This design comes from an exercise in tuning for small area on the open sky130 flow, not from production work. The RTL was checked by simulation tests, not by an equivalence proof against the original design. No activity file was given, so power comes from the tool's default toggle rates.

==> flow/design.v, too long to show whole: its modules and the start of the top module <==
// module rf_nor2: 7 lines
// module rf_a21oi: 8 lines
// module rf_rcell: 8 lines
// module rf_rcomb: 6 lines
// module rf_rbit: 16 lines
// module ALU: 466 lines
// module alu_xor2: 3 lines
// module alu_xnor2: 3 lines
// module alu_nand2: 3 lines
// module alu_nor2: 3 lines
// module alu_mux2i: 3 lines
// module alu_o21ai: 3 lines
// module alu_o22ai: 3 lines
// module alu_nand2b: 3 lines
// module alu_nand4: 3 lines
// module alu_or4: 3 lines
// module alu_or2: 3 lines
// module alu_a21o: 3 lines
// module alu_a32oi: 3 lines
// module opt: 25 lines
// module CPU: 76 lines
module CPU(
    input wire CLK,
    input wire RST,
	output wire [31:0]ALU_OUT,
	output wire ALU_OF,
	output wire ALU_ZF,
	output wire [31:0] dbg_inst,
	output wire [31:0] dbg_a,
    output wire [31:0] dbg_b,
	output wire [2:0] dbg_op,
	output wire reg_write_enable,
	output wire [31:0]alu_output,
	output wire [5:0] inst_addr,
	input wire [31:0] inst_data
    );
  // ...
==> flow/run.sh <==
#!/bin/bash
# synth_recipe.tcl (not shown) runs the flow's synth.tcl, then flattens the netlist and writes it again
# the make line also repeats each setting of config.mk as NAME=value (left out here)
make -C /OpenROAD-flow-scripts/flow DESIGN_CONFIG=/design/flow/config.mk WORK_HOME=/design/flow/orfs CLKGATE_MAP_FILE= SYNTH_SCRIPT=/design/flow/synth_recipe.tcl finish
==> flow/config.mk <==
export PLATFORM = sky130hd
export DESIGN_NAME = CPU
export DESIGN_NICKNAME = CPU
export VERILOG_FILES = /design/flow/design.v
export SDC_FILE = /design/flow/constraint.sdc
export NUM_CORES = 4
export LEC_CHECK = 0
export CAP_MARGIN = 20
export CELL_PAD_IN_SITES_DETAIL_PLACEMENT = 1
export CELL_PAD_IN_SITES_GLOBAL_PLACEMENT = 2
export CORE_MARGIN = 2
export CORE_UTILIZATION = 40
export GPL_ROUTABILITY_DRIVEN = 1
export PLACE_DENSITY = 0.55
export SETUP_SLACK_MARGIN = 0
export SLEW_MARGIN = 20
export SYNTH_HIERARCHICAL = 1
==> flow/constraint.sdc <==
create_clock -name core_clock -period 12.0 [get_ports {CLK}]
set_input_delay 2.4000 -clock core_clock [delete_from_list [all_inputs] [get_ports {CLK}]]
set_output_delay 2.4000 -clock core_clock [all_outputs]
set_load 0.01 [all_outputs]
==> impl_metrics.csv, run 1 <==
group,metric,value,unit
power,power.leakage,18.5,nW
synth,syn_area,44300,µm²
worst_setup_path,r2r_slack,4.05,ns
route,met3WireLength,23900,µm
timing,worst_hold_slack,0.484,ns
finish,fin_util,0.482,
clock_tree,clkLatencyLatePin,0.74,ns
worst_setup_path,critical_path.top_delay_family,"simple AND/OR/NAND/NOR gates",
route,wl_per_cell,43.0,µm
route,viasPerCell,7.42,
worst_setup_path,endpoint,"ALU_ZF",
run_status,status,"timing/DRC/antenna clean",
route,highest-signal-layer,"met5",
worst_setup_path,required,9.60,ns
timing,setup_viol_count_final,0,
synth,synth.cells.most_frequent,"edfxtp_1 (992), a222oi_1 (640), o22ai_1 (149)",
grt,grt.met1_usage,0.468,
route,wl_met1,76900,µm
power,largestPowerGroup,"sequential cells",
synth,synth-simple-area-share,0.0779,
worst_setup_path,slowest_stage,"and3_2",
floorplanning,fp.coreArea,110000,µm²
clock_tree,cts_buffer_depth,3,
timing,period_minus_slack,11.29,ns
placed_design,globalplace.congestion,0.927,
route,drtPass1Iterations,9,
timing,hold_viol,0,
synth,ys_seq_area_frac,0.711,
placed_design,dp.cells,4535,
finish,buffers,336,
floorplanning,rows,122,
finish,syn2layout_area_growth,19.8,%
worst_setup_path,cp-end-kind,"output pin",
grt,grt_pass1_wl,278000,µm
worst_setup_path,crit_cells,33,
==> run 2: changes to the inputs <==
==> flow/flow/run.sh (new file) <==
#!/bin/bash
# Own layout flow: the standard ORFS flow (standard synthesis unchanged),
# with plain buf_1 cells as the port buffers, no dummy loads in the clock
# tree, and power recovery (downsizing of cells with slack) after global
# routing. Each tool's output goes to a log of its own here.
set -euo pipefail
export BUFFER_PORTS_ARGS="-buffer_cell sky130_fd_sc_hd__buf_1"
export CTS_ARGS="-sink_clustering_enable -repair_clock_nets -dont_use_dummy_load"
export RECOVER_POWER=100
bash standard.sh synth > synth.log 2>&1
bash standard.sh \
  "BUFFER_PORTS_ARGS=$BUFFER_PORTS_ARGS" \
  "CTS_ARGS=$CTS_ARGS" \
  "RECOVER_POWER=$RECOVER_POWER" \
  finish > layout.log 2>&1
==> flow/standard.sh (new file) <==
#!/bin/bash
# synth_recipe.tcl (not shown) runs the flow's synth.tcl, then flattens the netlist and writes it again
# the make line also repeats each setting of config.mk as NAME=value (left out here)
make -C /OpenROAD-flow-scripts/flow DESIGN_CONFIG=/design/flow/config.mk WORK_HOME=/design/flow/orfs CLKGATE_MAP_FILE= SYNTH_SCRIPT=/design/flow/synth_recipe.tcl "${@:-finish}"
removed: flow/run.sh
==> run 2 against run 1 <==
The layout now fails its checks (max-capacitance violations, max-slew violations). Clock power decreased by 12%. First-iteration DRC count decreased by 7.8%. Synthesized area unchanged. Wire length about the same. Final area decreased by 4.4%. Sequential share of layout area increased by 2.7 points. Maximum frequency decreased by 2.7%. Power decreased by 5.9%. Non-clock buffer count increased by 11. Sequential power about the same. Sequential cell count unchanged. Register-to-register slack got worse by 0.62 ns.
==> impl_metrics.csv, run 2 <==
group,metric,value,unit
run_status,status,"failed layout checks",
run_status,violations,"max-capacitance violations, max-slew violations",
finish,n_fill_cell,10800,
grt,grt.overflow.total,0,
placed_design,portBuffers,205,
placed_design,post-dp-hpwl,127000,µm
power,combinationalPowerShare,0.014,
route,ant_nets,0,
route,met3WireLength,23100,µm
grt,antenna_found_initial,9,
finish,instances_no_fill,4671,
route,vias,34800,
worst_setup_path,slowest_delay,1.01,ns
worst_setup_path,critPathKind,"reg2out",
timing,setup_viol_count_final,0,
clock_tree,cts_tree,"built",
finish,drive_gt1_frac,0.0958,
power,internal_power,5.70,mW
worst_setup_path,cp_max_fo,37,
synth,yosys.area.top_type,"edfxtp_1",
grt,grt_max_degree,65,
floorplanning,die_h,337,µm
timing,rsz0062_at_grt,"no",
timing,fin_tns_setup,0,ns
floorplanning,rows,122,
synth,yosysTopAreaCellShare,0.672,
route,viasPerCell,7.46,
floorplanning,fp.coreArea,110000,µm²
finish,finalNetCount,3211,
finish,multiInputGateArea,12800,µm²
worst_setup_path,arrival,9.20,ns
worst_setup_path,required,9.60,ns
route,drtPass1Iterations,10,
synth,synth.cells.most_frequent,"edfxtp_1 (992), a222oi_1 (640), o22ai_1 (149)",
synth,ys_top_cells_by_area,"edfxtp_1 (67%), a222oi_1 (14%), dfrtp_1 (3.9%)",
worst_setup_path,path_common_cell,"mux2i_1",
timing,period_minus_slack,11.60,ns
timing,fmax,0.0862,GHz
power,p_per_area,140,nW/µm²
power,ir_drop,0.111,mV
route,wl,205000,µm
floorplanning,die_x,337,µm
synth,ys_warn_count,8,
clock_tree,clkLatencyLatePin,0.73,ns
synth,syn_nets,2782,
clock_tree,postCtsSetupBuffers,0,
synth,synth.avg_cell_area,16.1,µm²
finish,syn2layout_area_growth,14.6,%
clock_tree,numCtsBuffers,116,
timing,maxSlewHeadroom,-1.68,
clock_tree,cts.clk_slew.worst_paths,0.05,ns
route,drtIter0Drc,7408,
route,wl_met2,91600,µm
timing,worst_pin_slew,4.02,ns
synth,postSynthCellCount,2747,
placed_design,dp.cells,4546,
clock_tree,cts-hold-fix-buffers,0,
floorplanning,start_util,0.402,
route,drc,0,
power,p_sw_frac,0.199,
timing,skew,0.0771,ns
grt,grt_usage,0.352,
route,wl_met1,77700,µm
worst_setup_path,start_kind,"register",
power,power.net_switching,1.42,mW
synth,ys_seq_elements,1061,
synth,async_flop_share,0.0650,
placed_design,globalplace.congestion,0.948,
synth,yosysMostFrequentCell,"edfxtp_1",
worst_hold_path,hold_class,"reg2reg",
run,max_cap_violations,54,
synth,synth_edf_count,992,
finish,layout_common_cells,"edfxtp_1 (992), a222oi_1 (640), buf_1 (190)",
finish,final_common_cell,"edfxtp_1",
synth,ys_seq_area_frac,0.711,
floorplanning,die_area,113000,µm²
finish,regArea,31500,µm²
floorplanning,io_pins,206,
power,p_clk_frac,0.422,
synth,synth.distinct_cells,54,
worst_setup_path,cp-end-kind,"output pin",
clock_tree,cts-root-buf,"clkbuf_16",
synth,synthFlopType,"edfxtp_1",
synth,syn_area,44300,µm²
power,seqPwrFrac,0.564,
worst_setup_path,slowest_stage,"and3_1",
timing,finalCritPeriodShare,0.967,
power,power.leakage,17.4,nW
timing,hold_viol,0,
clock_tree,post_cts_resized,0,
timing,slew_viol_final,1842,
clock_tree,cts_buffer_depth,3,
grt,grt_pass1_vias,34700,
clock_tree,clkSinkCount,1061,
grt,grt_pass1_wl,277000,µm
route,wl_per_cell,43.8,µm
clock_tree,h-tree-depth,3,
route,highest-signal-layer,"met5",
==> run 2: cell count changes in the layout (fill, tap and decap cells not counted), sizes merged <==
cell / before / now
buf: 131 / 272
clkinv: 52 / 0
clkdlybuf4s50: 204 / 0
bufinv: 4 / 0
clkinvlp: 5 / 1
diode: 8 / 9
inv: 12 / 9
clkbuf: 150 / 191
dlymetal6s2s: 1 / 0
==> run 2: cell families (layout without fill, tap and decap cells) <==
family,after synthesis,in the layout,share of synthesized area
flip-flops,1061,1061,0.711
AO/OA/AOI/OAI,889,889,0.179
AND/OR/NAND/NOR,627,627,0.0779
XOR/XNOR,101,101,0.0200
buffers and inverters,46,473,0.00666
multiplexers,22,22,0.00497
adder cells (fa/ha/maj),1,1,0.000282
other,0,9,0
==> run 2: path summary, 6_finish.rpt <==
path | slack (ns) | end | cells after the start | start
worst max-delay path | 0.40 | ALU_ZF | 31 | inst_code[22]$_DFF_PP0_
worst min-delay path | 0.47 | valid[10]$_DFFE_PP0P_ | 1 | valid[10]$_DFFE_PP0P_
worst max register to register | 3.43 | register | 25 | inst_code[22]$_DFF_PP0_
worst min register to register | 0.47 | valid[10]$_DFFE_PP0P_ | 1 | valid[10]$_DFFE_PP0P_
max in group asynchronous | 6.02 | valid[11]$_DFFE_PP0P_ | 3 | RST
min in group asynchronous | 1.89 | inst_code[1]$_DFF_PP0_ | 2 | RST
==> run 2: through the flow <==
step	hold slack (ns)	area, µm²	util	setup slack, ns	power (mW)
2_1_floorplan	0.439	44300	-	0.223	4.13
3_3_place_gp	0.466	48200	0.438	1.67	4.18
3_5_place_dp	0.461	48200	0.438	1.59	4.19
4_1_cts	0.474	51100	0.464	0.792	7.16
5_1_grt	0.499	50800	0.461	0.0935	7.30
6_report	0.470	50800	0.461	0.402	7.12
==> run 2: area by class of cell <==
cell class	count	share of cell area
Antenna cell	9	0.000444
Multi-Input combinational cell	1640	0.253
Clock buffer	116	0.0572
Inverter	10	0.000764
Timing Repair Buffer	347	0.0317
Sequential cell	1061	0.621
Tap cell	1488	0.0367
==> run 2: layer usage <==
| metal | global-route usage | vias to the layer above |
|---|---|---|
| li1 | - | 13700 |
| met1 | 0.465 | 18200 |
| met2 | 0.542 | 2480 |
| met3 | 0.0765 | 451 |
| met4 | 0.191 | 6 |
| met5 | 0 | - |
==> run 2: power by group through the flow <==
stage	Combinational [mW]	Clock, mW	Sequential, mW
floorplan	0.0453	0	4.09
global placement	0.0965	0	4.09
detailed placement	0.0973	0	4.09
CTS	0.0976	3.05	4.01
global route	0.102	3.18	4.01
finish	0.0975	3.01	4.01
==> run 2: Yosys stat by module, one instance, submodules excluded, a selection <==
| module | cells | flip-flops and latches |
|---|---|---|
| opt | 20 | 0 |
| alu_nand2b | 1 | 0 |
| rf_rbit | 1 | 0 |
| CPU | 1277 | 1061 |
| alu_nor2 | 1 | 0 |
| alu_xnor2 | 1 | 0 |
| alu_nand2 | 1 | 0 |
| ALU | 48 | 0 |
| alu_a21o | 1 | 0 |
==> run 2: critical path, delay by kind of cell (launching register included) <==
| kind | cells | cell delay, ns |
|---|---|---|
| compound gates | 12 | 2.78 |
| xor+xnor | 1 | 0.16 |
| buf+inv | 3 | 1.14 |
| flops | 1 | 0.47 |
| mux | 7 | 0.88 |
| simple gates | 8 | 3.01 |
==> run 3: changes to the inputs <==
==> flow/flow/run.sh (replaced) <==
#!/bin/bash
# Own layout flow: the standard ORFS flow (standard synthesis unchanged),
# with plain buf_1 cells as the port buffers and a clock tree of smaller
# clock buffers without dummy loads. Each tool's output goes to a log of its
# own here.
set -euo pipefail
export BUFFER_PORTS_ARGS="-buffer_cell sky130_fd_sc_hd__buf_1"
export CTS_ARGS="-sink_clustering_enable -repair_clock_nets -dont_use_dummy_load -buf_list {sky130_fd_sc_hd__clkbuf_16} -sink_clustering_size 20 -sink_clustering_max_diameter 100"
bash standard.sh synth > synth.log 2>&1
bash standard.sh \
  "BUFFER_PORTS_ARGS=$BUFFER_PORTS_ARGS" \
  "CTS_ARGS=$CTS_ARGS" \
  finish > layout.log 2>&1
==> run 3 against run 2 <==
Die area unchanged. Non-clock buffer count unchanged. The run now finishes clean. Clock-buffer cell count decreased by 55. Sequential cell count unchanged. Wire length decreased by 1.2%. Cell count decreased by 1.2%. Sequential power about the same.
==> impl_metrics.csv, run 3 <==
group,metric,value,unit
run_status,status,"timing/DRC/antenna clean",
worst_setup_path,start_kind,"register",
clock_tree,cts-root-buf,"clkbuf_16",
timing,setup_viol_count_final,0,
worst_setup_path,cp-end-kind,"output pin",
floorplanning,die_x,337,µm
worst_setup_path,slowest_delay,0.92,ns
grt,grt_usage,0.348,
finish,stdcell_area,49800,µm²
synth,synthXorXnorAreaFrac,0.0200,
power,power.total,6.18,mW
route,viasPerCell,7.47,
route,wl,202000,µm
floorplanning,io_pins,206,
finish,fin_util,0.452,
power,power.net_switching,1.26,mW
synth,synth.avg_cell_area,16.1,µm²
clock_tree,numCtsBuffers,61,
synth,syn_nets,2782,
worst_setup_path,required,9.60,ns
timing,worst_pin_slew,1.10,ns
finish,finalNetCount,3156,
run,max_cap_violations,0,
timing,maxSlewHeadroom,0.269,
synth,synth_top_family_by_area,"compound AO/OA/AOI/OAI gates",
worst_setup_path,crit_buf_inv,1,
route,ant_nets,0,
grt,antenna_found_initial,9,
timing,fin_tns_setup,0,ns
grt,grt_pass1_wl,275000,µm
synth,synthMuxAreaShare,0.00497,
timing,slew_viol_final,0,
finish,final_common_cell,"edfxtp_1",
clock_tree,cts.clk_slew.worst_paths,0.09,ns
placed_design,post-dp-hpwl,127000,µm
synth,synthFlopType,"edfxtp_1",
floorplanning,die_area,113000,µm²
worst_setup_path,critical_path.top_delay_family,"simple AND/OR/NAND/NOR gates",
clock_tree,postCtsSetupBuffers,0,
timing,fmax,0.0877,GHz
synth,synth_edf_count,992,
synth,yosysMostFrequentCell,"edfxtp_1",
power,seqPwrFrac,0.648,
clock_tree,clkLatencyLatePin,0.71,ns
clock_tree,h-tree-depth,2,
finish,drive_gt1_frac,0.110,
synth,synth.cells.most_frequent,"edfxtp_1 (992), a222oi_1 (640), o22ai_1 (149)",
route,vias,34500,
grt,grt_pass1_vias,33900,
synth,ys_seq_elements,1061,
placed_design,globalplace.congestion,0.948,
timing,skew,0.0615,ns
timing,period_minus_slack,11.41,ns
timing,setup_ws,0.591,ns
synth,synthAdderAreaFrac,0.000282,
clock_tree,post_cts_resized,0,
synth,synth.distinct_cells,54,
synth,synth_compound_area_frac,0.179,
clock_tree,cts_buffer_depth,3,
power,combinationalPowerShare,0.016,
power,p_clk_frac,0.336,
grt,grt.overflow.total,0,
synth,postSynthCellCount,2747,
synth,ys_seq_area_frac,0.711,
synth,synth-simple-area-share,0.0779,
grt,grt_max_degree,65,
synth,ys_top_cells_by_area,"edfxtp_1 (67%), a222oi_1 (14%), dfrtp_1 (3.9%)",
finish,syn2layout_area_growth,12.3,%
worst_setup_path,slowest_stage,"and3_2",
floorplanning,rows,122,
timing,finalCritPeriodShare,0.951,
clock_tree,cts_tree,"built",
route,wl_per_cell,43.8,µm
route,drtIter0Drc,7648,
placed_design,pre_cts_ws,1.59,ns
timing,hold_viol,0,
synth,syn_area,44300,µm²
clock_tree,clkSinkCount,1061,
synth,yosysTopAreaCellShare,0.672,
synth,ys_warn_count,8,
synth,async_flop_share,0.0650,
floorplanning,start_util,0.402,
synth,yosys.area.top_type,"edfxtp_1",
clock_tree,cts-hold-fix-buffers,0,
worst_setup_path,critPathKind,"reg2out",
power,ir_drop,0.114,mV
floorplanning,fp.coreArea,110000,µm²
worst_setup_path,cp_max_fo,32,
route,drc,0,
route,drtPass1Iterations,10,
floorplanning,die_h,337,µm
power,power.leakage,17.0,nW
placed_design,post_dp_cell_area,48200,µm²
finish,layout_common_cells,"edfxtp_1 (992), a222oi_1 (640), buf_1 (205)",
power,internal_power,4.92,mW
worst_hold_path,hold_class,"reg2reg",
power,p_per_area,124,nW/µm²
worst_setup_path,arrival,9.01,ns
placed_design,portBuffers,205,
timing,rsz0062_at_grt,"no",
power,p_sw_frac,0.204,
[run 3: layout make-up]
class | instances | area (µm²)
inverters | 10 | 38.8
fillers | 10900 | 60400
repair buffers | 347 | 1830
clock buffers | 61 | 1530
flip-flops and latches | 1061 | 31500
multi-input cells | 1640 | 13000
diodes | 8 | 20.0
well taps | 1488 | 1860
[run 3: per-layer routing]
layer,wire length [µm],global-route usage
met1,77400,0.463
met2,91100,0.543
met3,22000,0.0706
met4,11600,0.174
met5,56,0
[run 3: worst paths after layout]
path	from	end	slack, ns	depth (start not counted)
setup / recovery	inst_code[16]$_DFF_PP0_	ALU_ZF	0.59	33
hold / removal	pc[5]$_DFF_PP0_	pc[5]$_DFF_PP0_	0.48	1
setup reg to reg	inst_code[16]$_DFF_PP0_	register	3.95	29
hold reg to reg	pc[5]$_DFF_PP0_	pc[5]$_DFF_PP0_	0.48	1
max in group asynchronous	RST	pc[5]$_DFF_PP0_	9.01	3
min in group asynchronous	RST	inst_code[1]$_DFF_PP0_	1.75	2
[run 3: per-stage QoR]
step	hold WS, ns	instances
after floorplan	0.439	2747
after global placement	0.466	4545
after detailed placement	0.461	4546
after CTS	0.480	4607
after global routing	0.501	4610
final	0.479	4615
[run 3: modules after synthesis (local to each module, per instance), excerpt]
module | flip-flops and latches | cell area (µm²) | cells inside
alu_mux2i | 0 | 10.0 | 1
alu_nand4 | 0 | 6.26 | 1
alu_nor2 | 0 | 3.75 | 1
alu_o22ai | 0 | 6.26 | 1
alu_xnor2 | 0 | 8.76 | 1
rf_rbit | 0 | 3.75 | 1
rf_rcomb | 0 | 23.8 | 4
[run 3: cell families after synthesis]
group	Yosys count
AND/OR/NAND/NOR	627
adder cells (fa/ha/maj)	1
multiplexers	22
flip-flops	1061
buffers and inverters	46
XOR/XNOR	101
AO/OA/AOI/OAI	889
[run 3: power groups by stage]
stage	Combinational, mW	Clock [mW]	Sequential [mW]
floorplan	0.0453	0	4.09
global placement	0.0965	0	4.09
detailed placement	0.0973	0	4.09
CTS	0.0975	2.11	4.00
global route	0.103	2.22	4.01
finish	0.0985	2.07	4.01
==> run 4: changes to the inputs <==
--- a/flow/flow/run.sh
+++ b/flow/flow/run.sh
@@ -7,3 +7,3 @@
 export BUFFER_PORTS_ARGS="-buffer_cell sky130_fd_sc_hd__buf_1"
-export CTS_ARGS="-sink_clustering_enable -repair_clock_nets -dont_use_dummy_load -buf_list {sky130_fd_sc_hd__clkbuf_16} -sink_clustering_size 20 -sink_clustering_max_diameter 100"
+export CTS_ARGS="-sink_clustering_enable -repair_clock_nets -dont_use_dummy_load -buf_list {sky130_fd_sc_hd__clkbuf_16} -sink_clustering_size 24 -sink_clustering_max_diameter 140"
 bash standard.sh synth > synth.log 2>&1
==> run 4 against run 3 <==
Still clean. Core utilization is 0.26 points lower. Clock power is 9% lower. Critical path depth stayed put. Non-clock buffer count stayed put. Synthesized cell count stayed put. First-iteration DRC count hardly changed. Sequential share of layout area is 0.37 points higher. Combinational power hardly changed. Clock-buffer cell count is 11 lower. Cell count is 0.35% lower. Wire length hardly changed. Global-route usage is 0.055 points lower. Largest cell class unchanged.
==> impl_metrics.csv, run 4 <==
group,metric,value,unit
placed_design,portBuffers,205,
worst_setup_path,slowest_stage,"and3_2",
route,vias,34400,
worst_setup_path,critPathKind,"reg2out",
floorplanning,io_pins,206,
clock_tree,postCtsSetupBuffers,0,
worst_hold_path,hp-start,"valid[10]$_DFFE_PP0P_",
floorplanning,start_util,0.402,
synth,synth.avg_cell_area,16.1,µm²
route,wl_per_cell,44.0,µm
worst_setup_path,r2r_slack,3.96,ns
worst_setup_path,required,9.60,ns
clock_tree,cts-root-buf,"clkbuf_16",
worst_hold_path,hold_class,"reg2reg",
timing,worst_pin_slew,1.11,ns
synth,async_flop_share,0.0650,
clock_tree,cts.clk_slew.worst_paths,0.10,ns
route,ant_nets,0,
worst_setup_path,start_kind,"register",
timing,rsz0062_at_grt,"no",
power,p_sw_frac,0.206,
timing,fmax,0.0878,GHz
run_status,status,"timing/DRC/antenna clean",
placed_design,globalplace.congestion,0.948,
synth,syn_area,44300,µm²
synth,synth_edf_count,992,
synth,ys_seq_elements,1061,
clock_tree,cts-hold-fix-buffers,0,
grt,antenna_found_initial,7,
synth,yosys.area.top_type,"edfxtp_1",
route,wl,202000,µm
clock_tree,h-tree-depth,2,
synth,ys_warn_count,8,
floorplanning,die_h,337,µm
grt,grt_pass1_vias,33700,
synth,yosysMostFrequentCell,"edfxtp_1",
route,drtPass1Iterations,9,
clock_tree,clkSinkCount,1061,
synth,ys_seq_area_frac,0.711,
worst_setup_path,arrival,8.99,ns
run,max_cap_violations,0,
grt,grt.overflow.total,0,
clock_tree,cts_tree,"built",
power,internal_power,4.76,mW
worst_setup_path,startpoint,"inst_code[16]$_DFF_PP0_",
synth,ys_top_cells_by_area,"edfxtp_1 (67%), a222oi_1 (14%), dfrtp_1 (3.9%)",
route,viasPerCell,7.47,
timing,period_minus_slack,11.39,ns
finish,fin_util,0.449,
finish,finalNetCount,3145,
timing,setup_viol_count_final,0,
synth,syn_nets,2782,
worst_setup_path,endpoint,"ALU_ZF",
clock_tree,cts_buffer_depth,3,
finish,drive_gt1_frac,0.106,
route,drc,0,
worst_setup_path,cp-end-kind,"output pin",
synth,postSynthCellCount,2747,
worst_setup_path,r2r_cells,29,
clock_tree,numCtsBuffers,50,
grt,grt_usage,0.348,
floorplanning,die_x,337,µm
clock_tree,clkLatencyLatePin,0.71,ns
grt,grt_max_degree,65,
power,p_clk_frac,0.316,
timing,slew_viol_final,0,
floorplanning,die_area,113000,µm²
timing,maxSlewHeadroom,0.260,
placed_design,post-dp-hpwl,127000,µm
clock_tree,post_cts_resized,0,
grt,grt_pass1_wl,274000,µm
route,drtIter0Drc,7651,
power,seqPwrFrac,0.668,
synth,synth.distinct_cells,54,
floorplanning,rows,122,
power,power.net_switching,1.23,mW
power,power.leakage,16.9,nW
power,combinationalPowerShare,0.016,
power,p_per_area,121,nW/µm²
synth,yosysTopAreaCellShare,0.672,
timing,fin_tns_setup,0,ns
timing,finalCritPeriodShare,0.949,
finish,final_common_cell,"edfxtp_1",
timing,hold_viol,0,
finish,syn2layout_area_growth,11.7,%
synth,synthFlopType,"edfxtp_1",
worst_setup_path,crit-reg2reg-launch,"inst_code[16]$_DFF_PP0_",
power,ir_drop,0.0823,mV
synth,synth.cells.most_frequent,"edfxtp_1 (992), a222oi_1 (640), o22ai_1 (149)",
floorplanning,fp.coreArea,110000,µm²
worst_setup_path,slowest_delay,0.92,ns
timing,skew,0.0675,ns
worst_setup_path,cp_max_fo,32,
finish,layout_common_cells,"edfxtp_1 (992), a222oi_1 (640), buf_1 (205)",
==> run 4: cells by family after synthesis <==
family,after synthesis,synth area share
compound gates,889,0.179
xor+xnor,101,0.0200
fa+ha+maj,1,0.000282
buf+inv,46,0.00666
flops,1061,0.711
mux,22,0.00497
simple gates,627,0.0779
==> run 4: worst max-delay path: cells and delay by family, from the launching register on <==
kind                      cells  cell delay, ns
DFF                           1            0.46
buffers and inverters         1            0.27
and+or+nand+nor               8            2.94
xor gates and xnor gates      3            0.78
muxes                         8            1.69
AOI/OAI and AO/OA            13            2.16
==> run 4: metrics by stage <==
step	setup slack [ns]	hold WS (ns)	std cells	area, µm²	power [mW]
3_5_place_dp	1.59	0.461	4546	48200	4.19
2_1_floorplan	0.223	0.439	2747	44300	4.13
3_3_place_gp	1.67	0.466	4545	48200	4.18
5_1_grt	0.108	0.509	4596	49500	6.14
6_report	0.611	0.484	4599	49500	6.00
4_1_cts	0.798	0.486	4596	49500	6.03
==> run 4: routing by layer <==
metal  vias up  track usage  share of wire
met1     18000        0.466           0.38
li1      13500            -              -
met5         -            0        0.00017
met4         6        0.169          0.055
met2      2454        0.542           0.45
met3       376       0.0684           0.11
==> run 4: final cells by class <==
type,instances,area [µm²]
clock buffer,50,1250
tap,1488,1860
multi-input combinational,1640,13000
fill,10900,60700
sequential,1061,31500
inverter,10,38.8
timing repair buffer,347,1830
antenna,3,7.51
==> run 4: per-module statistics from Yosys (local to each module, per instance), excerpt <==
module / area (µm²) / times used
CPU: 32900 / 1
ALU: 317 / 1
opt: 133 / 1
rf_rcomb: 23.8 / 64
rf_rcell: 10.0 / 640
alu_mux2i: 10.0 / 22
alu_xnor2: 8.76 / 32
alu_or4: 7.51 / 2
alu_a21o: 7.51 / 2
alu_nand2b: 6.26 / 2
alu_nand4: 6.26 / 2
alu_o22ai: 6.26 / 149
alu_nor2: 3.75 / 12
rf_rbit: 3.75 / 64
alu_nand2: 3.75 / 70
==> run 4: power groups by stage <==
stage	registers, mW	logic [mW]	clock network [mW]
after global placement	4.09	0.0965	0
after floorplan	4.09	0.0453	0
after global routing	4.01	0.103	2.03
final	4.01	0.0985	1.89
after detailed placement	4.09	0.0973	0
after CTS	4.00	0.0975	1.93
==> run 4: worst min-delay path by stage <==
stage / depth (start not counted) / end / slack, ns
2_1_floorplan: 1 / valid[10]$_DFFE_PP0P_ / 0.44
3_3_place_gp: 1 / pc[5]$_DFF_PP0_ / 0.47
4_1_cts: 1 / pc[5]$_DFF_PP0_ / 0.49
5_1_grt: 1 / pc[5]$_DFF_PP0_ / 0.51
3_5_place_dp: 1 / valid[10]$_DFFE_PP0P_ / 0.46
6_report: 1 / valid[10]$_DFFE_PP0P_ / 0.48
==> run 5: changes to the inputs <==
--- a/flow/flow/run.sh
+++ b/flow/flow/run.sh
@@ -7,3 +7,3 @@
 export BUFFER_PORTS_ARGS="-buffer_cell sky130_fd_sc_hd__buf_1"
-export CTS_ARGS="-sink_clustering_enable -repair_clock_nets -dont_use_dummy_load -buf_list {sky130_fd_sc_hd__clkbuf_16} -sink_clustering_size 24 -sink_clustering_max_diameter 140"
+export CTS_ARGS="-sink_clustering_enable -repair_clock_nets -dont_use_dummy_load -buf_list {sky130_fd_sc_hd__clkbuf_4 sky130_fd_sc_hd__clkbuf_8}"
 bash standard.sh synth > synth.log 2>&1
==> run 5 against run 4 <==
Global-route usage grew 0.66 points. Register-to-register slack better by 0.04 ns. Power up 13%. Clock skew rose by 0.041 ns. Cell count rose by 3.0%. Sequential power hardly changed. Largest cell class unchanged.
==> impl_metrics.csv, run 5 <==
group,metric,value,unit
route,viasPerCell,7.44,
clock_tree,h-tree-depth,4,
finish,finalNetCount,3276,
timing,worst_pin_slew,1.10,ns
finish,drive_gt1_frac,0.143,
synth,syn_nets,2782,
worst_hold_path,hold_class,"reg2reg",
route,ant_nets,0,
route,wl,205000,µm
power,p_per_area,133,nW/µm²
clock_tree,cts_tree,"built",
finish,n_fill_cell,10900,
synth,yosys.area.top_type,"edfxtp_1",
route,wl_per_cell,43.3,µm
timing,fin_tns_setup,0,ns
clock_tree,clkSinkCount,1061,
worst_setup_path,start_kind,"register",
synth,yosysTopAreaCellShare,0.672,
synth,ys_seq_area_frac,0.711,
grt,grt.overflow.total,0,
grt,grt_max_degree,65,
placed_design,portBuffers,205,
worst_setup_path,cp-end-kind,"output pin",
synth,async_flop_share,0.0650,
finish,fin_util,0.460,
floorplanning,io_pins,206,
finish,stdcell_area,50700,µm²
worst_setup_path,required,9.60,ns
clock_tree,post_cts_resized,0,
worst_setup_path,slowest_stage,"and3_2",
placed_design,post_dp_cell_area,48200,µm²
clock_tree,cts.clk_slew.worst_paths,0.05,ns
route,vias,35300,
run,max_cap_violations,0,
synth,synth_edf_count,992,
grt,grt_usage,0.354,
synth,synth.distinct_cells,54,
worst_setup_path,crit_buf_inv,1,
timing,fmax,0.0875,GHz
timing,setup_ws,0.567,ns
synth,synth.cells.most_frequent,"edfxtp_1 (992), a222oi_1 (640), o22ai_1 (149)",
clock_tree,numCtsBuffers,181,
placed_design,post-dp-hpwl,127000,µm
clock_tree,cts_buffer_depth,3,
clock_tree,cts-hold-fix-buffers,0,
floorplanning,die_x,337,µm
worst_setup_path,critPathKind,"reg2out",
route,drtIter0Drc,7553,
timing,slew_viol_final,0,
grt,antenna_found_initial,14,
route,drc,0,
floorplanning,die_h,337,µm
synth,ys_warn_count,8,
finish,layout_common_cells,"edfxtp_1 (992), a222oi_1 (640), buf_1 (205)",
clock_tree,clkLatencyLatePin,0.85,ns
grt,grt_pass1_wl,278000,µm
finish,syn2layout_area_growth,14.5,%
timing,finalCritPeriodShare,0.953,
timing,maxSlewHeadroom,0.268,
floorplanning,die_area,113000,µm²
floorplanning,rows,122,
clock_tree,postCtsSetupBuffers,0,
worst_setup_path,slowest_delay,0.93,ns
finish,final_common_cell,"edfxtp_1",
timing,period_minus_slack,11.43,ns
synth,syn_area,44300,µm²
grt,grt_pass1_vias,35100,
worst_setup_path,critical_path.top_delay_family,"simple AND/OR/NAND/NOR gates",
synth,yosysMostFrequentCell,"edfxtp_1",
synth,synthFlopType,"edfxtp_1",
timing,setup_viol_count_final,0,
power,power.total,6.75,mW
power,ir_drop,0.0826,mV
clock_tree,cts-root-buf,"clkbuf_8",
worst_setup_path,cp_max_fo,32,
synth,synth.avg_cell_area,16.1,µm²
timing,hold_viol,0,
timing,rsz0062_at_grt,"no",
floorplanning,start_util,0.402,
run_status,status,"timing/DRC/antenna clean",
timing,skew,0.109,ns
floorplanning,fp.coreArea,110000,µm²
worst_setup_path,arrival,9.03,ns
placed_design,pre_cts_ws,1.59,ns
synth,ys_top_cells_by_area,"edfxtp_1 (67%), a222oi_1 (14%), dfrtp_1 (3.9%)",
power,power.leakage,17.5,nW
synth,postSynthCellCount,2747,
placed_design,globalplace.congestion,0.948,
synth,ys_seq_elements,1061,
route,drtPass1Iterations,10,
-- run 5: changes by cell type in the layout (fill, tap and decap cells not counted) --
cell,previous run,this run
diode_2,3,9
clkbuf_16,50,0
clkbuf_8,0,181
-- run 5: layer usage --
metal	vias to the layer above	part of all wire	global-route usage
met1	18400	0.38	0.463
met2	2604	0.45	0.546
li1	13800	-	-
met5	-	0.00029	0
met4	10	0.057	0.192
met3	464	0.11	0.0837
-- run 5: cell families after synthesis --
family,count (synthesis),synth area share
DFF,1061,0.711
AOI/OAI and AO/OA,889,0.179
and+or+nand+nor,627,0.0779
xor gates and xnor gates,101,0.0200
buffers and inverters,46,0.00666
muxes,22,0.00497
adders and majority gates,1,0.000282
-- run 5: worst register-to-register path: cells and delay by family (launching register included) --
kind / cells / cell delay (ns)
compound gates: 13 / 3.30
xor+xnor: 2 / 0.48
buf+inv: 1 / 0.30
flops: 1 / 0.44
mux: 8 / 0.98
simple gates: 5 / 2.20
-- run 5: report_power, final --
group	leakage [nW]	total, mW	internal, mW	switching, mW
registers	11.2	4.02	4.00	0.0116
clock network	1.30	2.63	1.32	1.32
logic	5.04	0.0987	0.0248	0.0739
total	17.5	6.75	5.35	1.40
-- run 5: worst paths after layout --
path / startpoint / to / slack, ns / cells after the start
worst max-delay path: inst_code[16]$_DFF_PP0_ / ALU_ZF / 0.57 / 33
worst min-delay path: valid[10]$_DFFE_PP0P_ / valid[10]$_DFFE_PP0P_ / 0.47 / 1
worst max register to register: inst_code[16]$_DFF_PP0_ / register / 4.00 / 29
worst min register to register: valid[10]$_DFFE_PP0P_ / valid[10]$_DFFE_PP0P_ / 0.47 / 1
max in group asynchronous: RST / valid[17]$_DFFE_PP0P_ / 9.08 / 3
min in group asynchronous: RST / inst_code[1]$_DFF_PP0_ / 1.69 / 2
-- run 5: modules after synthesis (local to each module, per instance), excerpt --
module	times used	cells inside	flip-flops and latches	cell area, µm²
rf_rcomb	64	4	0	23.8
ALU	1	48	0	317
alu_mux2i	22	1	0	10.0
alu_xnor2	32	1	0	8.76
alu_nand2	70	1	0	3.75
alu_o22ai	149	1	0	6.26
opt	1	20	0	133
-- run 5: cell type report --
class	instances	area, µm²	area share
Multi-Input combinational cell	1640	13000	0.256
Timing Repair Buffer	347	1830	0.0361
Inverter	10	38.8	0.000764
Tap cell	1488	1860	0.0367
Sequential cell	1061	31500	0.621
Antenna cell	9	22.5	0.000444
Clock buffer	181	2490	0.0491
-- run 5: through the flow --
stage / instances / hold slack, ns
2_1_floorplan: 2747 / 0.439
3_3_place_gp: 4545 / 0.466
3_5_place_dp: 4546 / 0.461
4_1_cts: 4727 / 0.474
5_1_grt: 4729 / 0.497
6_report: 4736 / 0.474
==> run 6: changes to the inputs <==
--- a/flow/flow/run.sh
+++ b/flow/flow/run.sh
@@ -7,3 +7,3 @@
 export BUFFER_PORTS_ARGS="-buffer_cell sky130_fd_sc_hd__buf_1"
-export CTS_ARGS="-sink_clustering_enable -repair_clock_nets -dont_use_dummy_load -buf_list {sky130_fd_sc_hd__clkbuf_4 sky130_fd_sc_hd__clkbuf_8}"
+export CTS_ARGS="-sink_clustering_enable -repair_clock_nets -dont_use_dummy_load -buf_list {sky130_fd_sc_hd__clkbuf_16} -sink_clustering_size 24 -sink_clustering_max_diameter 120"
 bash standard.sh synth > synth.log 2>&1
==> run 6 against run 5 <==
Clock power fell by 28%. Critical path depth did not move. First-iteration DRC count rose by 1.3%. Register-to-register slack got worse by 0.07 ns. Combinational power barely moved. Synthesized area did not move. Sequential share of layout area rose by 1.6 points. Largest cell class unchanged. Largest power group unchanged.
==> impl_metrics.csv, run 6 <==
group,metric,value,unit
clock_tree,clkLatencyLatePin,0.70,ns
floorplanning,die_x,337,µm
synth,synth.avg_cell_area,16.1,µm²
clock_tree,clkSinkCount,1061,
clock_tree,post_cts_resized,0,
timing,maxSlewHeadroom,0.276,
route,wl_per_cell,43.9,µm
route,ant_nets,0,
finish,layout_common_cells,"edfxtp_1 (992), a222oi_1 (640), buf_1 (205)",
synth,synth_top_family_by_area,"compound AO/OA/AOI/OAI gates",
grt,met3_usage,0.0735,
synth,ys_top_cells_by_area,"edfxtp_1 (67%), a222oi_1 (14%), dfrtp_1 (3.9%)",
timing,fin_tns_setup,0,ns
clock_tree,cts_tree,"built",
worst_hold_path,hold_class,"reg2reg",
timing,slew_viol_final,0,
worst_setup_path,slowest_stage,"and3_2",
worst_setup_path,start_kind,"register",
run,max_cap_violations,0,
route,drtIter0Drc,7651,
grt,grt.overflow.total,0,
synth,yosys.area.top_type,"edfxtp_1",
power,p_per_area,121,nW/µm²
placed_design,dp.cells,4546,
synth,postSynthCellCount,2747,
clock_tree,cts-hold-fix-buffers,0,
route,viasPerCell,7.45,
timing,hold_viol,0,
worst_setup_path,critPathKind,"reg2out",
synth,synthFlopType,"edfxtp_1",
synth,synth_edf_count,992,
grt,antenna_found_initial,11,
synth,synth.distinct_cells,54,
grt,grt_pass1_wl,274000,µm
clock_tree,h-tree-depth,2,
clock_tree,cts_buffer_depth,3,
placed_design,post-dp-hpwl,127000,µm
synth,synth_compound_area_frac,0.179,
timing,worst_pin_slew,1.09,ns
grt,grt_max_degree,65,
floorplanning,start_util,0.402,
grt,grt_use_met2,0.541,
grt,grt_pass1_vias,33800,
placed_design,globalplace.congestion,0.948,
clock_tree,cts-root-buf,"clkbuf_16",
route,wl,202000,µm
synth,yosysMostFrequentCell,"edfxtp_1",
route,drc,0,
power,ir_drop,0.122,mV
floorplanning,die_area,113000,µm²
grt,grt_usage,0.348,
timing,period_minus_slack,11.40,ns
clock_tree,cts.clk_slew.worst_paths,0.10,ns
synth,synthXorXnorAreaFrac,0.0200,
finish,instances_no_fill,4599,
finish,n_fill_cell,10900,
floorplanning,rows,122,
synth,async_flop_share,0.0650,
clock_tree,numCtsBuffers,50,
floorplanning,io_pins,206,
synth,synth-simple-area-share,0.0779,
synth,synth.cells.most_frequent,"edfxtp_1 (992), a222oi_1 (640), o22ai_1 (149)",
finish,drive_gt1_frac,0.106,
route,vias,34200,
timing,rsz0062_at_grt,"no",
worst_setup_path,required,9.60,ns
floorplanning,die_h,337,µm
finish,finalNetCount,3145,
timing,finalCritPeriodShare,0.950,
power,power.leakage,16.9,nW
finish,syn2layout_area_growth,11.7,%
synth,syn_area,44300,µm²
grt,grt.met1_usage,0.463,
synth,yosysTopAreaCellShare,0.672,
timing,skew,0.0567,ns
timing,fmax,0.0877,GHz
run_status,status,"timing/DRC/antenna clean",
synth,ys_seq_elements,1061,
worst_setup_path,slowest_delay,0.94,ns
timing,setup_viol_count_final,0,
synth,syn_nets,2782,
worst_setup_path,cp-end-kind,"output pin",
synth,synthAdderAreaFrac,0.000282,
clock_tree,postCtsSetupBuffers,0,
synth,synthMuxAreaShare,0.00497,
worst_setup_path,r2r_slack,3.93,ns
finish,final_common_cell,"edfxtp_1",
route,drtPass1Iterations,10,
worst_setup_path,cp_max_fo,32,
grt,top_usage_layer,"met2",
synth,ys_seq_area_frac,0.711,
floorplanning,fp.coreArea,110000,µm²
placed_design,portBuffers,205,
worst_setup_path,arrival,9.00,ns
synth,ys_warn_count,8,
==> run 6: cell counts after synthesis <==
Identical to the previous run, type by type.
==> run 6: per-layer routing <==
metal,wire length (µm),vias to the layer above,part of all wire
met3,22200,399,0.11
li1,-,13500,-
met2,90800,2325,0.45
met5,64,-,0.00032
met1,77500,18000,0.38
met4,11400,10,0.056
==> run 6: cells by family (layout without fill, tap and decap cells) <==
kind of cell,count (synthesis),after routing
and+or+nand+nor,627,627
buffers and inverters,46,407
DFF,1061,1061
other,0,3
adders and majority gates,1,1
muxes,22,22
xor gates and xnor gates,101,101
AOI/OAI and AO/OA,889,889
==> run 6: metrics by stage <==
stage	power [mW]	setup WS, ns	hold slack, ns	util	cell area [µm²]
6_report	6.00	0.604	0.481	0.449	49500
5_1_grt	6.14	0.138	0.510	0.449	49500
4_1_cts	6.02	0.807	0.486	0.449	49500
3_5_place_dp	4.19	1.59	0.461	0.438	48200
3_3_place_gp	4.18	1.67	0.466	0.438	48200
2_1_floorplan	4.13	0.223	0.439	-	44300
==> run 6: area by class of cell <==
cell class | instances | area, µm² | area share
tap | 1488 | 1860 | 0.0376
timing repair buffer | 347 | 1830 | 0.0370
sequential | 1061 | 31500 | 0.637
antenna | 3 | 7.51 | 0.000152
multi-input combinational | 1640 | 13000 | 0.262
clock buffer | 50 | 1250 | 0.0253
inverter | 10 | 38.8 | 0.000784
==> run 6: final timing paths <==
kind / start / cells past startpoint / end
min in group asynchronous: RST / 2 / inst_code[5]$_DFF_PP0_
worst max-delay path: inst_code[16]$_DFF_PP0_ / 33 / ALU_ZF
worst max register to register: inst_code[16]$_DFF_PP0_ / 29 / register
worst min-delay path: valid[10]$_DFFE_PP0P_ / 1 / valid[10]$_DFFE_PP0P_
max in group asynchronous: RST / 3 / pc[3]$_DFF_PP0_
worst min register to register: valid[10]$_DFFE_PP0P_ / 1 / valid[10]$_DFFE_PP0P_
==> run 6: power breakdown <==
group	internal (mW)	switching, mW	total [mW]
sequential	3.99	0.0116	4.01
combinational	0.0248	0.0736	0.0984
clock	0.745	1.15	1.89
==> run 6: Yosys stat by module, one instance, submodules excluded, excerpt <==
module,copies in the design,flip-flops and latches,cells inside,cell area (µm²)
alu_nand2,70,0,1,3.75
alu_a21o,2,0,1,7.51
alu_o21ai,69,0,1,5.00
rf_rcell,640,0,1,10.0
rf_rbit,64,0,1,3.75
opt,1,0,20,133
alu_or4,2,0,1,7.51
alu_a32oi,16,0,1,8.76
ALU,1,0,48,317
alu_xor2,64,0,1,8.76
alu_xnor2,32,0,1,8.76
rf_rcomb,64,0,4,23.8
alu_o22ai,149,0,1,6.26
CPU,1,1061,1277,32900
alu_mux2i,22,0,1,10.0
==> run 6: critical path: cells and delay by family, from the launching register on <==
family / cells / cell delay, ns
simple gates: 8 / 2.94
compound gates: 13 / 2.16
mux: 8 / 1.67
xor+xnor: 3 / 0.77
flops: 1 / 0.47
buf+inv: 1 / 0.27
==> run 7: changes to the inputs <==
--- a/flow/config.mk
+++ b/flow/config.mk
@@ -11,5 +11,5 @@
 export CORE_MARGIN = 2
-export CORE_UTILIZATION = 40
+export CORE_UTILIZATION = 48
 export GPL_ROUTABILITY_DRIVEN = 1
-export PLACE_DENSITY = 0.55
+export PLACE_DENSITY = 0.62
 export SETUP_SLACK_MARGIN = 0
==> run 7 against run 6 <==
Die area shrank 16%. Maximum frequency decreased by 1.4%. Synthesized cell count is the same. Final area down 0.71%. Core utilization is 8.8 points higher. Wire length fell by 5.4%. Register-to-register slack got worse by 0.18 ns. Power down 0.37%.
==> impl_metrics.csv, run 7 <==
group,metric,value,unit
clock_tree,numCtsBuffers,50,
floorplanning,die_h,308,µm
timing,rsz0062_at_grt,"no",
synth,synth.avg_cell_area,16.1,µm²
power,ir_drop,0.151,mV
grt,grt_pass1_wl,264000,µm
timing,skew,0.0741,ns
route,viasPerCell,8.15,
synth,async_flop_share,0.0650,
synth,yosys.area.top_type,"edfxtp_1",
timing,period_minus_slack,11.56,ns
route,vias,35100,
grt,grt_max_degree,65,
power,p_per_area,122,nW/µm²
timing,maxSlewHeadroom,0.266,
worst_hold_path,hold_class,"reg2reg",
worst_setup_path,start_kind,"register",
finish,final_common_cell,"edfxtp_1",
worst_setup_path,required,9.60,ns
worst_setup_path,crit-reg2reg-launch,"inst_code[19]$_DFF_PP0_",
timing,worst_pin_slew,1.10,ns
grt,grt_pass1_vias,34300,
placed_design,globalplace.congestion,0.941,
worst_setup_path,critPathKind,"reg2out",
synth,synthFlopType,"edfxtp_1",
timing,finalCritPeriodShare,0.963,
synth,synth_edf_count,992,
synth,ys_top_cells_by_area,"edfxtp_1 (67%), a222oi_1 (14%), dfrtp_1 (3.9%)",
finish,fin_util,0.537,
worst_setup_path,slowest_stage,"and3_2",
run_status,status,"timing/DRC/antenna clean",
synth,ys_seq_area_frac,0.711,
floorplanning,io_pins,206,
clock_tree,h-tree-depth,2,
worst_setup_path,cp-end-kind,"output pin",
finish,drive_gt1_frac,0.102,
synth,synth.distinct_cells,54,
worst_hold_path,hold_depth,1,
floorplanning,rows,111,
finish,finalNetCount,3152,
synth,syn_area,44300,µm²
finish,syn2layout_area_growth,10.9,%
finish,layout_common_cells,"edfxtp_1 (992), a222oi_1 (640), buf_1 (204)",
timing,setup_ws,0.444,ns
route,wl,191000,µm
clock_tree,clkSinkCount,1061,
floorplanning,die_area,94800,µm²
timing,slew_viol_final,0,
route,drtIter0Drc,9350,
worst_setup_path,r2r_cells,29,
synth,yosysMostFrequentCell,"edfxtp_1",
run,max_cap_violations,0,
route,drtPass1Iterations,15,
route,ant_nets,0,
timing,fmax,0.0865,GHz
timing,setup_viol_count_final,0,
clock_tree,cts-hold-fix-buffers,0,
worst_setup_path,cp_max_fo,32,
power,power.total,5.97,mW
timing,fin_tns_setup,0,ns
clock_tree,post_cts_resized,0,
worst_setup_path,r2r_slack,3.75,ns
clock_tree,clkLatencyLatePin,0.70,ns
worst_hold_path,hp-start,"pc[5]$_DFF_PP0_",
power,power.leakage,16.9,nW
finish,n_fill_cell,8647,
synth,syn_nets,2782,
route,drc,0,
timing,hold_viol,0,
placed_design,post-dp-hpwl,120000,µm
synth,postSynthCellCount,2747,
clock_tree,cts.clk_slew.worst_paths,0.10,ns
grt,grt_usage,0.394,
grt,antenna_found_initial,19,
floorplanning,die_x,308,µm
clock_tree,cts_buffer_depth,3,
synth,ys_seq_elements,1061,
placed_design,portBuffers,205,
clock_tree,cts_tree,"built",
grt,grt.overflow.total,0,
worst_hold_path,holdPathEnd,"pc[5]$_DFF_PP0_",
worst_setup_path,slowest_delay,0.95,ns
worst_setup_path,arrival,9.16,ns
clock_tree,cts-root-buf,"clkbuf_16",
floorplanning,fp.coreArea,91500,µm²
synth,yosysTopAreaCellShare,0.672,
route,wl_per_cell,44.3,µm
worst_setup_path,startpoint,"inst_code[19]$_DFF_PP0_",
synth,ys_warn_count,8,
placed_design,pre_cts_ws,1.49,ns
synth,synth.cells.most_frequent,"edfxtp_1 (992), a222oi_1 (640), o22ai_1 (149)",
floorplanning,start_util,0.484,
clock_tree,postCtsSetupBuffers,0,
run 7: cell counts after synthesis:
Identical to the previous run, type by type.
run 7: per-stage QoR:
stage	hold slack, ns	area (µm²)	std cells
floorplan	0.439	44300	2747
global placement	0.463	47900	4251
detailed placement	0.465	47900	4251
CTS	0.481	49100	4301
global route	0.513	49100	4301
finish	0.473	49100	4308
run 7: cells by family (layout without fill, tap and decap cells):
group,count (synthesis),count (layout),share of synthesized area
AOI/OAI and AO/OA,889,889,0.179
muxes,22,22,0.00497
DFF,1061,1061,0.711
buffers and inverters,46,414,0.00666
and+or+nand+nor,627,627,0.0779
adders and majority gates,1,1,0.000282
other,0,7,0
xor gates and xnor gates,101,101,0.0200
run 7: power breakdown:
group | switching (mW) | internal [mW] | total (mW) | leakage [nW]
combinational | 0.0722 | 0.0252 | 0.0975 | 5.09
sequential | 0.0119 | 3.99 | 4.01 | 11.2
clock | 1.13 | 0.745 | 1.87 | 0.616
run 7: how the worst max path moves through the flow:
stage,to,depth (start not counted)
2_1_floorplan,ALU_ZF,30
3_3_place_gp,ALU_ZF,34
3_5_place_dp,ALU_ZF,33
4_1_cts,ALU_ZF,33
5_1_grt,ALU_ZF,33
6_report,ALU_ZF,33
run 7: cell type report:
| class | count | area (µm²) | share of cell area |
|---|---|---|---|
| clock buffer | 50 | 1250 | 0.0255 |
| tap | 1186 | 1480 | 0.0302 |
| multi-input combinational | 1640 | 12900 | 0.263 |
| timing repair buffer | 354 | 1890 | 0.0385 |
| sequential | 1061 | 31500 | 0.641 |
| inverter | 10 | 38.8 | 0.000789 |
| antenna | 7 | 17.5 | 0.000357 |
run 7: worst max-delay path: cells and delay by family (launching register included):
kind	cells	cell delay [ns]
DFF	1	0.45
AOI/OAI and AO/OA	13	2.41
muxes	8	1.81
xor gates and xnor gates	3	0.79
buffers and inverters	1	0.20
and+or+nand+nor	8	2.80
run 7: per-layer routing:
metal  up-vias  track usage  wire length [µm]
met1     17900        0.538             69700
met5         -            0                66
met4        10        0.218             12000
met2      3118        0.582             83000
met3       514       0.0948             26200
li1      13600            -                 -
run 7: per-module statistics from Yosys (local to each module, per instance), a selection:
module / flip-flops and latches / times used / cell area, µm² / cells
CPU: 1061 / 1 / 32900 / 1277
opt: 0 / 1 / 133 / 20
rf_rcomb: 0 / 64 / 23.8 / 4
alu_mux2i: 0 / 22 / 10.0 / 1
rf_rcell: 0 / 640 / 10.0 / 1
alu_a32oi: 0 / 16 / 8.76 / 1
alu_xor2: 0 / 64 / 8.76 / 1
alu_or4: 0 / 2 / 7.51 / 1
alu_a21o: 0 / 2 / 7.51 / 1
alu_nand4: 0 / 2 / 6.26 / 1
alu_o21ai: 0 / 69 / 5.00 / 1
==> run 8: changes to the inputs <==
--- a/flow/flow/run.sh
+++ b/flow/flow/run.sh
@@ -7,3 +7,3 @@
 export BUFFER_PORTS_ARGS="-buffer_cell sky130_fd_sc_hd__buf_1"
-export CTS_ARGS="-sink_clustering_enable -repair_clock_nets -dont_use_dummy_load -buf_list {sky130_fd_sc_hd__clkbuf_16} -sink_clustering_size 24 -sink_clustering_max_diameter 120"
+export CTS_ARGS="-sink_clustering_enable -repair_clock_nets -dont_use_dummy_load -buf_list {sky130_fd_sc_hd__clkbuf_16} -sink_clustering_size 27 -sink_clustering_max_diameter 130"
 bash standard.sh synth > synth.log 2>&1
--- a/flow/config.mk
+++ b/flow/config.mk
@@ -11,5 +11,5 @@
 export CORE_MARGIN = 2
-export CORE_UTILIZATION = 48
+export CORE_UTILIZATION = 40
 export GPL_ROUTABILITY_DRIVEN = 1
-export PLACE_DENSITY = 0.62
+export PLACE_DENSITY = 0.55
 export SETUP_SLACK_MARGIN = 0
==> run 8 against run 7 <==
Worst hold slack gained 0.0071 ns. Power shrank 1.0%. Combinational power grew 0.9%. First-iteration DRC count shrank 18%. Final area grew 0.49%. Sequential cell count is the same. Critical endpoint unchanged. Still clean on timing, DRC and antenna. Clock-buffer cell count shrank 5. Highest routed layer unchanged.
==> impl_metrics.csv, run 8 <==
group,metric,value,unit
timing,setup_viol_count_final,0,
worst_hold_path,hold_class,"reg2reg",
worst_setup_path,critPathKind,"reg2out",
timing,slew_viol_final,0,
worst_setup_path,r2r_cells,29,
timing,worst_hold_slack,0.480,ns
route,wl,202000,µm
worst_setup_path,start_kind,"register",
grt,grt_use_met2,0.547,
route,viasPerCell,7.46,
finish,instances_no_fill,4600,
worst_setup_path,required,9.60,ns
clock_tree,clkSinkCount,1061,
timing,fmax,0.0876,GHz
worst_setup_path,arrival,9.01,ns
route,drc,0,
timing,rsz0062_at_grt,"no",
grt,grt_usage,0.347,
finish,syn2layout_area_growth,11.4,%
timing,hold_viol,0,
synth,postSynthCellCount,2747,
route,vias,34300,
placed_design,post-dp-hpwl,127000,µm
clock_tree,cts-hold-fix-buffers,0,
synth,synth_edf_count,992,
route,drtIter0Drc,7637,
route,drtPass1Iterations,13,
grt,grt_max_degree,65,
worst_setup_path,slowest_delay,0.91,ns
grt,top_usage_layer,"met2",
power,p_per_area,120,nW/µm²
clock_tree,cts.clk_slew.worst_paths,0.12,ns
synth,ys_seq_area_frac,0.711,
finish,final_common_cell,"edfxtp_1",
floorplanning,start_util,0.402,
synth,synth.cells.most_frequent,"edfxtp_1 (992), a222oi_1 (640), o22ai_1 (149)",
placed_design,dp.cells,4546,
worst_hold_path,hp-start,"pc[5]$_DFF_PP0_",
finish,drive_gt1_frac,0.105,
timing,period_minus_slack,11.41,ns
placed_design,globalplace.congestion,0.948,
run_status,status,"timing/DRC/antenna clean",
grt,met3_usage,0.0730,
run,max_cap_violations,0,
clock_tree,post_cts_resized,0,
worst_hold_path,holdPathEnd,"pc[5]$_DFF_PP0_",
timing,finalCritPeriodShare,0.951,
synth,synth.distinct_cells,54,
worst_hold_path,hold_depth,1,
grt,antenna_found_initial,10,
grt,grt.met1_usage,0.461,
synth,yosysMostFrequentCell,"edfxtp_1",
floorplanning,rows,122,
timing,worst_pin_slew,1.07,ns
finish,finalNetCount,3140,
synth,ys_warn_count,8,
clock_tree,cts-root-buf,"clkbuf_16",
worst_setup_path,crit-reg2reg-launch,"inst_code[16]$_DFF_PP0_",
clock_tree,clkLatencyLatePin,0.70,ns
synth,ys_top_cells_by_area,"edfxtp_1 (67%), a222oi_1 (14%), dfrtp_1 (3.9%)",
synth,syn_area,44300,µm²
worst_setup_path,slowest_stage,"and3_2",
worst_setup_path,startpoint,"inst_code[16]$_DFF_PP0_",
placed_design,portBuffers,205,
floorplanning,fp.coreArea,110000,µm²
clock_tree,postCtsSetupBuffers,0,
grt,grt_pass1_vias,33800,
worst_setup_path,cp-end-kind,"output pin",
floorplanning,die_h,337,µm
route,wl_per_cell,44.0,µm
timing,fin_tns_setup,0,ns
worst_setup_path,cp_max_fo,32,
power,power.total,5.91,mW
floorplanning,die_x,337,µm
clock_tree,numCtsBuffers,45,
finish,layout_common_cells,"edfxtp_1 (992), a222oi_1 (640), buf_1 (205)",
timing,skew,0.0578,ns
power,ir_drop,0.100,mV
timing,maxSlewHeadroom,0.286,
synth,ys_seq_elements,1061,
clock_tree,cts_tree,"built",
clock_tree,cts_buffer_depth,3,
synth,synth.avg_cell_area,16.1,µm²
route,ant_nets,0,
power,power.leakage,16.8,nW
synth,yosys.area.top_type,"edfxtp_1",
worst_setup_path,r2r_slack,3.96,ns
synth,syn_nets,2782,
floorplanning,die_area,113000,µm²
floorplanning,io_pins,206,
synth,yosysTopAreaCellShare,0.672,
grt,grt_pass1_wl,274000,µm
grt,grt.overflow.total,0,
finish,fin_util,0.448,
clock_tree,h-tree-depth,2,
synth,synthFlopType,"edfxtp_1",
synth,async_flop_share,0.0650,
==> run 8: cell counts after synthesis <==
No cell type changed its count.
==> run 8: power by group <==
group | total [mW] | leakage (nW) | switching [mW] | internal, mW
sequential | 4.01 | 11.2 | 0.0117 | 3.99
clock | 1.81 | 0.555 | 1.13 | 0.676
combinational | 0.0984 | 5.04 | 0.0736 | 0.0248
==> run 8: worst max-delay path: cells and delay by family (launching register included) <==
| kind | cells | cell delay [ns] |
|---|---|---|
| simple gates | 8 | 2.91 |
| compound gates | 13 | 2.16 |
| mux | 8 | 1.68 |
| xor+xnor | 3 | 0.78 |
| flops | 1 | 0.47 |
| buf+inv | 1 | 0.27 |
==> run 8: final cells by class <==
class / count / area [µm²]
Antenna cell: 9 / 22.5
Clock buffer: 45 / 1130
Fill cell: 10900 / 60800
Inverter: 10 / 38.8
Multi-Input combinational cell: 1640 / 13000
Sequential cell: 1061 / 31500
Tap cell: 1488 / 1860
Timing Repair Buffer: 347 / 1830
==> run 8: Yosys stat by module, one instance, submodules excluded, a selection <==
module,cells,times used,area [µm²],flops+latches
ALU,48,1,317,0
CPU,1277,1,32900,1061
alu_a21o,1,2,7.51,0
alu_a32oi,1,16,8.76,0
alu_mux2i,1,22,10.0,0
alu_nand2,1,70,3.75,0
alu_nand2b,1,2,6.26,0
alu_nand4,1,2,6.26,0
alu_nor2,1,12,3.75,0
alu_o21ai,1,69,5.00,0
alu_o22ai,1,149,6.26,0
alu_or4,1,2,7.51,0
alu_xnor2,1,32,8.76,0
alu_xor2,1,64,8.76,0
opt,20,1,133,0
rf_rcomb,4,64,23.8,0
==> run 8: worst max path at each step <==
stage,end,slack (ns),depth (start not counted)
floorplan,ALU_ZF,0.22,30
global placement,ALU_ZF,1.67,34
detailed placement,ALU_ZF,1.59,33
CTS,ALU_ZF,0.77,33
global route,ALU_ZF,0.10,33
finish,ALU_ZF,0.59,33
==> run 8: per-layer routing <==
layer,share of wire,wire length (µm)
met1,0.38,77100
met2,0.46,92100
met3,0.11,22100
met4,0.054,11000
met5,0.00042,86
==> run 8: logic make-up (layout without fill, tap and decap cells) <==
logic type / count (synthesis) / after routing / share of synthesized area
AOI/OAI and AO/OA: 889 / 889 / 0.179
xor gates and xnor gates: 101 / 101 / 0.0200
adders and majority gates: 1 / 1 / 0.000282
buffers and inverters: 46 / 402 / 0.00666
DFF: 1061 / 1061 / 0.711
muxes: 22 / 22 / 0.00497
other: 0 / 9 / 0
and+or+nand+nor: 627 / 627 / 0.0779
==> run 8: through the flow <==
step / setup WS (ns) / cell area (µm²)
3_3_place_gp: 1.67 / 48200
4_1_cts: 0.766 / 49400
6_report: 0.589 / 49400
3_5_place_dp: 1.59 / 48200
5_1_grt: 0.104 / 49400
2_1_floorplan: 0.223 / 44300
==> module CPU, before the edit <==
module CPU(
    input wire CLK,
    input wire RST,
	output wire [31:0]ALU_OUT,
	output wire ALU_OF,
	output wire ALU_ZF,
	output wire [31:0] dbg_inst,
	output wire [31:0] dbg_a,
    output wire [31:0] dbg_b,
	output wire [2:0] dbg_op,
	output wire reg_write_enable,
	output wire [31:0]alu_output,
	output wire [5:0] inst_addr,
	input wire [31:0] inst_data
    );
reg [5:0] pc;
always @(posedge CLK or posedge RST)
	if (RST) pc <= 6'd0;
	else pc <= pc + 6'd1;
reg [31:0] inst_code;
always @(posedge CLK or posedge RST)
	if (RST) inst_code <= 32'd0;
	else inst_code <= inst_data;
assign inst_addr = pc;
assign dbg_inst = inst_code;
wire [5:0] op = inst_code[31:26];
wire [4:0] rs = inst_code[25:21];
wire [4:0] rt = inst_code[20:16];
wire [4:0] rd = inst_code[15:11];
wire [5:0] func = inst_code[5:0];
wire [2:0] alu_op;
wire we;
opt o(.OP(op), .func(func), .ALU_OP(alu_op), .WE(we));
reg [31:1] valid;
wire [31:1] wsel;
wire [31:1] sel_a;
wire [31:1] sel_b;
wire [31:0] f = ALU_OUT;    
wire [31:0] rdata [1:31];
genvar g, b;
generate
	for (g = 1; g < 32; g = g + 1) begin : row
		reg [31:0] q;
		wire [31:0] d;
		assign wsel[g] = we && (rd == g);
		assign sel_a[g] = valid[g] && (rs == g);
		assign sel_b[g] = valid[g] && (rt == g);
		assign d = ({32{wsel[g]}} & f) | ({32{~wsel[g]}} & q);
		always @(posedge CLK) q <= d;
		assign rdata[g] = q;
		always @(posedge CLK or posedge RST)
			if (RST) valid[g] <= 1'b0;
			else if (wsel[g]) valid[g] <= 1'b1;
	end
	for (b = 0; b < 32; b = b + 1) begin : rbit
		wire [31:1] col;
		for (g = 1; g < 32; g = g + 1) begin : c
			assign col[g] = rdata[g][b];
		end
		rf_rbit pa(.S(sel_a), .D(col), .Y(dbg_a[b]));
		rf_rbit pb(.S(sel_b), .D(col), .Y(dbg_b[b]));
	end
endgenerate
ALU a(
	.ALU_OP(alu_op),
	.A(dbg_a),
	.B(dbg_b),
	.RST(RST),
	.F(ALU_OUT),
	.ZF(ALU_ZF),
	.OF(ALU_OF)
);
assign alu_output = ALU_OUT;
assign dbg_op = alu_op;
assign reg_write_enable = we;
endmodule
==> run 9: changes to the inputs <==
--- a/flow/design.v
+++ b/flow/design.v
@@ -2,16 +2,10 @@
 `timescale 1ns / 1ps
-module rf_nor2(
-    input wire A,
-    input wire B,
-    output wire Y
-    );
-assign Y = ~(A | B);
-endmodule
-module rf_a21oi(
-    input wire A1,
-    input wire A2,
-    input wire B1,
-    output wire Y
+module rf_wcell(
+    input wire WE,
+    input wire WEN,
+    input wire Q,
+    input wire W,
+    output wire D
     );
-assign Y = ~((A1 & A2) | B1);
+assign D = (WE | Q) & (WEN | W);
 endmodule
@@ -630,3 +624,6 @@
 		assign sel_b[g] = valid[g] && (rt == g);
-		assign d = ({32{wsel[g]}} & f) | ({32{~wsel[g]}} & q);
+		wire wseln = ~wsel[g];
+		for (b = 0; b < 32; b = b + 1) begin : wb
+			rf_wcell w(.WE(wsel[g]), .WEN(wseln), .Q(q[b]), .W(f[b]), .D(d[b]));
+		end
 		always @(posedge CLK) q <= d;
==> run 9 against run 8 <==
Combinational power up 63%. Via count rose by 30%. Largest cell class is now multi-input gates. Clock power grew 2%. Core utilization up 0.30 points. Power down 3.2%. Worst hold slack worse by 0.0073 ns. Critical path type unchanged. Sequential share of layout area decreased by 19 points. First-iteration DRC count rose by 36%.
==> impl_metrics.csv, run 9 <==
group,metric,value,unit
synth,synth.avg_cell_area,11.5,µm²
timing,setup_viol_count_final,0,
worst_setup_path,required,9.60,ns
clock_tree,postCtsSetupBuffers,0,
synth,synth_top_family_by_area,"compound AO/OA/AOI/OAI gates",
worst_hold_path,holdPathEnd,"pc[5]$_DFF_PP0_",
route,drtIter0Drc,10400,
power,power.leakage,17.3,nW
floorplanning,die_x,333,µm
synth,yosys.area.top_type,"dfxtp_1",
floorplanning,start_util,0.404,
clock_tree,cts.clk_slew.worst_paths,0.11,ns
run_status,status,"timing/DRC/antenna clean",
timing,hold_viol,0,
grt,grt_use_met2,0.616,
route,wl_per_cell,44.5,µm
synth,synth.cells.most_frequent,"dfxtp_1 (992), o22a_1 (992), a222oi_1 (640)",
grt,grt.overflow.total,0,
placed_design,post_dp_cell_area,47100,µm²
grt,grt_max_degree,70,
grt,met3_usage,0.119,
clock_tree,clkLatencyLatePin,0.69,ns
timing,slew_viol_final,0,
-- run 9: changes by cell type in the layout (fill, tap and decap cells not counted), moves of 17 or more --
cell / change
and3_1: +17
edfxtp_1: -992
o21ai_2: -25
o21ai_4: +25
nand2b_1: +28
nand2_2: +28
inv_1: +31
o22a_1: +992
or2_1: -29
nor2_4: -23
and3_2: -19
dfxtp_1: +992
-- run 9: logic make-up after synthesis --
group,Yosys count
adder cells (fa/ha/maj),1
AO/OA/AOI/OAI,1881
AND/OR/NAND/NOR,624
multiplexers,22
flip-flops,1061
XOR/XNOR,101
buffers and inverters,76
-- run 9: worst max-delay path: cells and delay by family, from the launching register on --
family,cells,cell delay [ns]
xor gates and xnor gates,3,0.83
buffers and inverters,2,0.43
DFF,1,0.48
muxes,6,1.34
and+or+nand+nor,8,2.64
AOI/OAI and AO/OA,11,2.69
-- run 9: power by group --
part	total (mW)	internal [mW]	switching (mW)
logic	0.160	0.0907	0.0689
clock network	1.85	0.678	1.17
registers	3.72	3.62	0.0945
-- run 9: stage by stage --
stage | instances | setup slack, ns | hold slack (ns) | util
finish | 5540 | 0.421 | 0.473 | 0.451
global route | 5534 | 0.0264 | 0.491 | 0.451
CTS | 5531 | 0.721 | 0.482 | 0.450
detailed placement | 5486 | 1.51 | 0.466 | 0.440
global placement | 5486 | 1.61 | 0.460 | 0.440
floorplan | 3766 | 0.0692 | 0.440 | -
-- run 9: area by class of cell --
| cell class | count | area (µm²) | area share |
|---|---|---|---|
| repair buffers | 354 | 1920 | 0.0397 |
| well taps | 1403 | 1760 | 0.0364 |
| flip-flops and latches | 1061 | 21600 | 0.447 |
| multi-input cells | 2629 | 21700 | 0.450 |
| inverters | 41 | 155 | 0.00321 |
| diodes | 7 | 17.5 | 0.000363 |
| clock buffers | 45 | 1130 | 0.0233 |
-- run 9: modules after synthesis, one instance, submodules excluded, a selection --
module / flops+latches / cell area, µm² / cells / times used
opt: 0 / 133 / 20 / 1
alu_mux2i: 0 / 10.0 / 1 / 22
rf_wcell: 0 / 8.76 / 1 / 992
rf_rcell: 0 / 10.0 / 1 / 640
alu_o21ai: 0 / 5.00 / 1 / 69
alu_xnor2: 0 / 8.76 / 1 / 32
alu_nand2b: 0 / 6.26 / 1 / 2
ALU: 0 / 317 / 48 / 1
rf_rcomb: 0 / 23.8 / 4 / 64
alu_a21o: 0 / 7.51 / 1 / 2
CPU: 1061 / 23100 / 1304 / 1
alu_a32oi: 0 / 8.76 / 1 / 16
alu_o22ai: 0 / 6.26 / 1 / 149
-- run 9: routing by layer --
metal / part of all wire / up-vias
li1: - / 17600
met4: 0.053 / 18
met3: 0.13 / 494
met1: 0.40 / 22900
met2: 0.42 / 3512
met5: 0.00044 / -
-- run 9: what timing repair did --
action,4_1_cts,5_1_grt
resized for setup,0,2
endpoints found under the hold margin,0,0
endpoints found under the setup margin,0,1
-- run 9: how the worst max path moves through the flow --
| stage | to | depth (start not counted) | slack (ns) | start |
|---|---|---|---|---|
| 6_report | ALU_ZF | 30 | 0.42 | inst_code[23]$_DFF_PP0_ |
| 5_1_grt | ALU_ZF | 33 | 0.03 | inst_code[21]$_DFF_PP0_ |
| 4_1_cts | ALU_ZF | 33 | 0.72 | inst_code[16]$_DFF_PP0_ |
| 3_5_place_dp | ALU_ZF | 33 | 1.51 | inst_code[21]$_DFF_PP0_ |
| 3_3_place_gp | ALU_ZF | 33 | 1.61 | inst_code[18]$_DFF_PP0_ |
| 2_1_floorplan | alu_output[0] | 27 | 0.07 | inst_code[2]$_DFF_PP0_ |

Setup slack of run 9, layout unchanged: 0.421 ns with ideal ports, 0.339 ns with driving cells assumed (clock clkbuf_16, inputs buf_2), 1.063 ns with port delays also shifted by the 0.725 ns mid clock arrival.
